From an optimization exercise on the open Yosys and OpenROAD flow, aimed at small area; shortcuts taken in it are not production practice. In this exercise RTL edits were held to simulation tests only and were not proved equivalent to the original.

run 1:
## poker_board
module poker_board (
	input        Clk,
	input        Reset,
	input  [7:0] Switches,
	input        SCEN,
	input        Ack,
	input        Check,
	input        Bet,
	input        Call,
	input        Fold,
	output [3:0] Card1, Card2, Card3, Card4, Card5,
	output [3:0] Player1card1, Player1card2, Player2card1, Player2card2,
	output [7:0] Player1balance, Player2balance,
	output       PlayerTurn,
	output       DispCards,
	output       Winner,
	output       Gameover,
	output [5:0] Player1state,
	output [5:0] Player2state,
	output       Betting,
	output [31:0] Digits
);
Size: ~1300 cells after synthesis, ~120 I/O pins, roughly 0.0099 mm² of cells after synthesis.
clock: 20.0 ns
lec_check: 0
abc_area: 1
cap_margin: 20
core_margin: 2
core_utilization: 40
slew_margin: 20
standard.sh (not shown) runs the stock make flow with config.mk's settings and CLKGATE_MAP_FILE= SYNTH_SCRIPT=/design/flow/synth_recipe.tcl, a recipe that flattens the netlist after the stock synthesis.
==> flow/flow/run.sh <==
#!/bin/bash
# Own layout flow: the standard synthesis, then its combinational logic
# re-mapped by ABC for area (every register instance is kept as it is), then
# the standard layout from floorplan to finish, with the smallest buffer
# on the ports and no dummy loads in the clock tree.
set -euo pipefail
W=$(pwd)
R=$W/orfs/results/$FLOW_PLATFORM/poker_board/base
LIB=$FLOW_HOME/platforms/$FLOW_PLATFORM/lib/sky130_fd_sc_hd__tt_025C_1v80.lib

bash standard.sh synth > $W/log_1_synth.txt 2>&1
cp $R/1_2_yosys.v $W/std_1_2_yosys.v

DONT_USE=$(sed -n '/^export DONT_USE_CELLS += /,/^$/p' $FLOW_HOME/platforms/$FLOW_PLATFORM/config.mk \
	| grep -o 'sky130_fd_sc_hd__[a-z0-9_]*' | sed 's/^/-dont_use /' | tr '\n' ' ')

yosys -p "
read_liberty -ignore_miss_func $LIB
read_verilog $W/std_1_2_yosys.v
hierarchy -check -top $FLOW_TOP
setattr -mod -set keep_hierarchy 1 sky130_fd_sc_hd__df* sky130_fd_sc_hd__edf* sky130_fd_sc_hd__conb_1
flatten
rename -hide w:*.*
opt -purge
abc -liberty $LIB -script $W/flow/area.abc $DONT_USE $FLOW_TOP
opt_clean -purge
select $FLOW_TOP
write_verilog -noattr -nohex -nodec -selected $W/abc_1_2_yosys.v
" > $W/log_2_resyn.txt 2>&1

yosys -p "
read_liberty -lib $LIB
read_verilog $W/abc_1_2_yosys.v
hierarchy -check -top $FLOW_TOP
hilomap -singleton -hicell sky130_fd_sc_hd__conb_1 HI -locell sky130_fd_sc_hd__conb_1 LO
splitnets
opt_clean -purge
insbuf -buf sky130_fd_sc_hd__buf_4 A X
check -assert
tee -o $W/resyn_stat.txt stat -liberty $LIB
write_verilog -noattr -nohex -nodec $W/resyn_1_2_yosys.v
" > $W/log_3_resyn_check.txt 2>&1

cp $W/resyn_1_2_yosys.v $R/1_2_yosys.v
rm -f $R/1_synth.odb
bash standard.sh BUFFER_PORTS_ARGS="-buffer_cell sky130_fd_sc_hd__buf_1" \
	CTS_ARGS="-sink_clustering_enable -repair_clock_nets -dont_use_dummy_load" finish > $W/log_4_layout.txt 2>&1
==> flow/flow/area.abc <==
strash
&get -n
&dch -f
&nf -R 1000
&put
mfs2 -a
strash
&get -n
&dch -f
&nf -R 1000
&put
mfs2 -a
strash
&get -n
&dch -f
&nf -R 1000
&put
mfs2 -a
strash
&get -n
&dch -f
&nf -R 1000
&put
mfs2 -a
strash
&get -n
&dch -f
&nf -R 1000
&put
mfs2 -a
strash
&get -n
&dch -f
&nf -R 1000
&put
mfs2 -a
strash
&get -n
&dch -f
&nf -R 1000
&put
mfs2 -a
strash
&get -n
&dch -f
&nf -R 1000
&put
mfs2 -a
strash
&get -n
&dch -f
&nf -R 1000
&put
mfs2 -a
strash
&get -n
&dch -f
&nf -R 1000
&put
mfs2 -a
strash
&get -n
&dch -f
&nf -R 1000
&put
mfs2 -a
strash
&get -n
&dch -f
&nf -R 1000
&put
mfs2 -a
strash
&get -n
&dch -f
&nf -R 1000
&put
mfs2 -a
strash
&get -n
&dch -f
&nf -R 1000
&put
mfs2 -a
strash
&get -n
&dch -f
&nf -R 1000
&put
mfs2 -a
strash
&get -n
&dch -f
&nf -R 1000
&put
mfs2 -a
strash
&get -n
&dch -f
&nf -R 1000
&put
mfs2 -a
strash
&get -n
&dch -f
&nf -R 1000
&put
mfs2 -a
strash
&get -n
&dch -f
&nf -R 1000
&put
mfs2 -a
strash
&get -n
&dch -f
&nf -R 1000
&put
mfs2 -a
strash
&get -n
&dch -f
&nf -R 1000
&put
mfs2 -a
strash
&get -n
&dch -f
&nf -R 1000
&put
mfs2 -a
strash
&get -n
&dch -f
&nf -R 1000
&put
mfs2 -a
strash
&get -n
&dch -f
&nf -R 1000
&put
mfs2 -a
strash
&get -n
&dch -f
&nf -R 1000
&put
mfs2 -a
strash
&get -n
&dch -f
&nf -R 1000
&put
mfs2 -a
strash
&get -n
&dch -f
&nf -R 1000
&put
mfs2 -a
strash
&get -n
&dch -f
&nf -R 1000
&put
mfs2 -a
strash
&get -n
&dch -f
&nf -R 1000
&put
mfs2 -a
strash
&get -n
&dch -f
&nf -R 1000
&put
mfs2 -a
strash
&get -n
&dch -f
&nf -R 1000
&put
mfs2 -a
strash
&get -n
&dch -f
&nf -R 1000
&put
mfs2 -a
strash
&get -n
&dch -f
&nf -R 1000
&put
mfs2 -a
strash
&get -n
&dch -f
&nf -R 1000
&put
mfs2 -a
strash
&get -n
&dch -f
&nf -R 1000
&put
mfs2 -a
strash
&get -n
&dch -f
&nf -R 1000
&put
mfs2 -a
strash
&get -n
&dch -f
&nf -R 1000
&put
mfs2 -a
strash
&get -n
&dch -f
&nf -R 1000
&put
mfs2 -a
strash
&get -n
&dch -f
&nf -R 1000
&put
mfs2 -a
strash
&get -n
&dch -f
&nf -R 1000
&put
mfs2 -a
strash
&get -n
&dch -f
&nf -R 1000
&put
Relative to run 1, the following input files were edited for run 2:
--- a/flow/flow/run.sh
+++ b/flow/flow/run.sh
@@ -3,4 +3,3 @@
 # re-mapped by ABC for area (every register instance is kept as it is), then
-# the standard layout from floorplan to finish, with the smallest buffer
-# on the ports and no dummy loads in the clock tree.
+# the standard layout from floorplan to finish.
 set -euo pipefail
@@ -45,3 +44,2 @@
 rm -f $R/1_synth.odb
-bash standard.sh BUFFER_PORTS_ARGS="-buffer_cell sky130_fd_sc_hd__buf_1" \
-	CTS_ARGS="-sink_clustering_enable -repair_clock_nets -dont_use_dummy_load" finish > $W/log_4_layout.txt 2>&1
+bash standard.sh BUFFER_PORTS_ARGS="-buffer_cell sky130_fd_sc_hd__buf_1" finish > $W/log_4_layout.txt 2>&1
==> flow/flow/area.abc <==
strash
&get -n
&dch -f
&nf -R 1000
&put
Notes after the runs:
- Run 2 completed; timing, DRC and antenna clean
- The lower detailed-route via count came out of run 1.
- Run 2 against run 1: post-synth net total grew by 89; wire length of the first global-routing pass grew by 210 µm; biggest cell delay along the critical path grew by 0.13 ns; hold slack shrank by 0.0081 ns.
- Of run 1 and run 2, the lower global-route usage over all layers belongs to run 2.
- Run 1 ended up with poker.Player2balance[4]$_DFFE_PP1P_ as its end point of the critical path; run 2 ended up with poker.Player2balance[0]$_DFFE_PP1P_.
- Run 2 vs. run 1: upper clock frequency limit up 1.9 MHz.
What run 3 does differently from run 2 at the input level:
--- a/flow/flow/run.sh
+++ b/flow/flow/run.sh
@@ -3,3 +3,4 @@
 # re-mapped by ABC for area (every register instance is kept as it is), then
-# the standard layout from floorplan to finish.
+# the standard layout from floorplan to finish, with the smallest buffer
+# on the ports and no dummy loads in the clock tree.
 set -euo pipefail
@@ -44,2 +45,3 @@
 rm -f $R/1_synth.odb
-bash standard.sh BUFFER_PORTS_ARGS="-buffer_cell sky130_fd_sc_hd__buf_1" finish > $W/log_4_layout.txt 2>&1
+bash standard.sh BUFFER_PORTS_ARGS="-buffer_cell sky130_fd_sc_hd__buf_1" \
+	CTS_ARGS="-sink_clustering_enable -repair_clock_nets -dont_use_dummy_load -buf_list sky130_fd_sc_hd__clkbuf_8 -sink_clustering_size 10" finish > $W/log_4_layout.txt 2>&1
==> flow/flow/area.abc <==
strash
&get -n
&dch -f
&nf -R 1000
&put
mfs2 -a
strash
&get -n
&dch -f
&nf -R 1000
&put
mfs2 -a
strash
&get -n
&dch -f
&nf -R 1000
&put
mfs2 -a
strash
&get -n
&dch -f
&nf -R 1000
&put
mfs2 -a
strash
&get -n
&dch -f
&nf -R 1000
&put
mfs2 -a
strash
&get -n
&dch -f
&nf -R 1000
&put
mfs2 -a
strash
&get -n
&dch -f
&nf -R 1000
&put
mfs2 -a
strash
&get -n
&dch -f
&nf -R 1000
&put
mfs2 -a
strash
&get -n
&dch -f
&nf -R 1000
&put
mfs2 -a
strash
&get -n
&dch -f
&nf -R 1000
&put
mfs2 -a
strash
&get -n
&dch -f
&nf -R 1000
&put
mfs2 -a
strash
&get -n
&dch -f
&nf -R 1000
&put
mfs2 -a
strash
&get -n
&dch -f
&nf -R 1000
&put
mfs2 -a
strash
&get -n
&dch -f
&nf -R 1000
&put
mfs2 -a
strash
&get -n
&dch -f
&nf -R 1000
&put
mfs2 -a
strash
&get -n
&dch -f
&nf -R 1000
&put
mfs2 -a
strash
&get -n
&dch -f
&nf -R 1000
&put
mfs2 -a
strash
&get -n
&dch -f
&nf -R 1000
&put
mfs2 -a
strash
&get -n
&dch -f
&nf -R 1000
&put
mfs2 -a
strash
&get -n
&dch -f
&nf -R 1000
&put
mfs2 -a
strash
&get -n
&dch -f
&nf -R 1000
&put
mfs2 -a
strash
&get -n
&dch -f
&nf -R 1000
&put
mfs2 -a
strash
&get -n
&dch -f
&nf -R 1000
&put
mfs2 -a
strash
&get -n
&dch -f
&nf -R 1000
&put
mfs2 -a
strash
&get -n
&dch -f
&nf -R 1000
&put
mfs2 -a
strash
&get -n
&dch -f
&nf -R 1000
&put
mfs2 -a
strash
&get -n
&dch -f
&nf -R 1000
&put
mfs2 -a
strash
&get -n
&dch -f
&nf -R 1000
&put
mfs2 -a
strash
&get -n
&dch -f
&nf -R 1000
&put
mfs2 -a
strash
&get -n
&dch -f
&nf -R 1000
&put
mfs2 -a
strash
&get -n
&dch -f
&nf -R 1000
&put
mfs2 -a
strash
&get -n
&dch -f
&nf -R 1000
&put
mfs2 -a
strash
&get -n
&dch -f
&nf -R 1000
&put
mfs2 -a
strash
&get -n
&dch -f
&nf -R 1000
&put
mfs2 -a
strash
&get -n
&dch -f
&nf -R 1000
&put
mfs2 -a
strash
&get -n
&dch -f
&nf -R 1000
&put
mfs2 -a
strash
&get -n
&dch -f
&nf -R 1000
&put
mfs2 -a
strash
&get -n
&dch -f
&nf -R 1000
&put
mfs2 -a
strash
&get -n
&dch -f
&nf -R 1000
&put
mfs2 -a
strash
&get -n
&dch -f
&nf -R 1000
&put
mfs2 -a
strash
&get -n
&dch -f
&nf -R 1000
&put
### Flow results
- Run 3 vs run 2, share of the clock period used by the worst path went up by 1.8 points.
- Setup slack in run 3 is smaller than in run 2.
- Run 3 against run 2: met1 layer usage reported by global route increased by 3.2 points relative to the old numbers, cell area decreased by about 5% relative to the old numbers, non-clock buffer total of the final layout closely matched the old numbers, via count decreased by about 5% relative to the old numbers.
- Of run 3 and run 2, it is run 3 that has the lower die area.
- Hold slack on run 3 is up relative to run 2.
diff inputs: run 3 => run 4
--- a/flow/flow/run.sh
+++ b/flow/flow/run.sh
@@ -46,2 +46,2 @@
 bash standard.sh BUFFER_PORTS_ARGS="-buffer_cell sky130_fd_sc_hd__buf_1" \
-	CTS_ARGS="-sink_clustering_enable -repair_clock_nets -dont_use_dummy_load -buf_list sky130_fd_sc_hd__clkbuf_8 -sink_clustering_size 10" finish > $W/log_4_layout.txt 2>&1
+	CTS_ARGS="-sink_clustering_enable -repair_clock_nets -dont_use_dummy_load -buf_list sky130_fd_sc_hd__clkbuf_8 -sink_clustering_size 8" finish > $W/log_4_layout.txt 2>&1
Findings:
Per the comparison of run 4 with run 3, area inside the core boundary held, final wirelength held, total die area held, global-route usage held.
Comparing run 4 against run 3, there is no change at all in clock tree cell share of total cell area.
Initial cell density of the core: run 4 vs run 3 identical
Reported for run 4 and run 3, utilization turned out identical to the last digit.

-- port drivers added, routing unchanged --
The results above use ideal ports. As a check the final layouts listed here were re-extracted and re-timed, cells and wires unchanged. Step 1, drivers: a clkbuf_16 drives Clk and a buf_2 each remaining input, both assumed. Step 2 moves the port delays by t, midway between the first and last clock arrival at a register: inputs arrive t later, outputs are due t later. That takes back most of the time a late clock gives input paths. Slacks: ideal ports / drivers / drivers and shift; pairs: ideal ports / drivers.
| run | t, ns | slack for setup (ns) | latest minus earliest clock arrival (ns) | worst register clock-pin slew, ns | worst slew at a driven data input, ns |
|---|---|---|---|---|---|
| run 1 | 0.395 | 6.466 / 6.466 / 6.466 | 0.033 / 0.034 | 0.08 / 0.08 | 0.03 |
| run 2 | 0.406 | 6.798 / 6.798 / 6.798 | 0.015 / 0.015 | 0.08 / 0.08 | 0.04 |
| run 3 | 0.419 | 6.430 / 6.430 / 6.430 | 0.051 / 0.052 | 0.12 / 0.12 | 0.03 |
| run 4 | 0.419 | 6.430 / 6.430 / 6.430 | 0.051 / 0.052 | 0.12 / 0.12 | 0.03 |
After both steps every run listed still meets setup and hold.
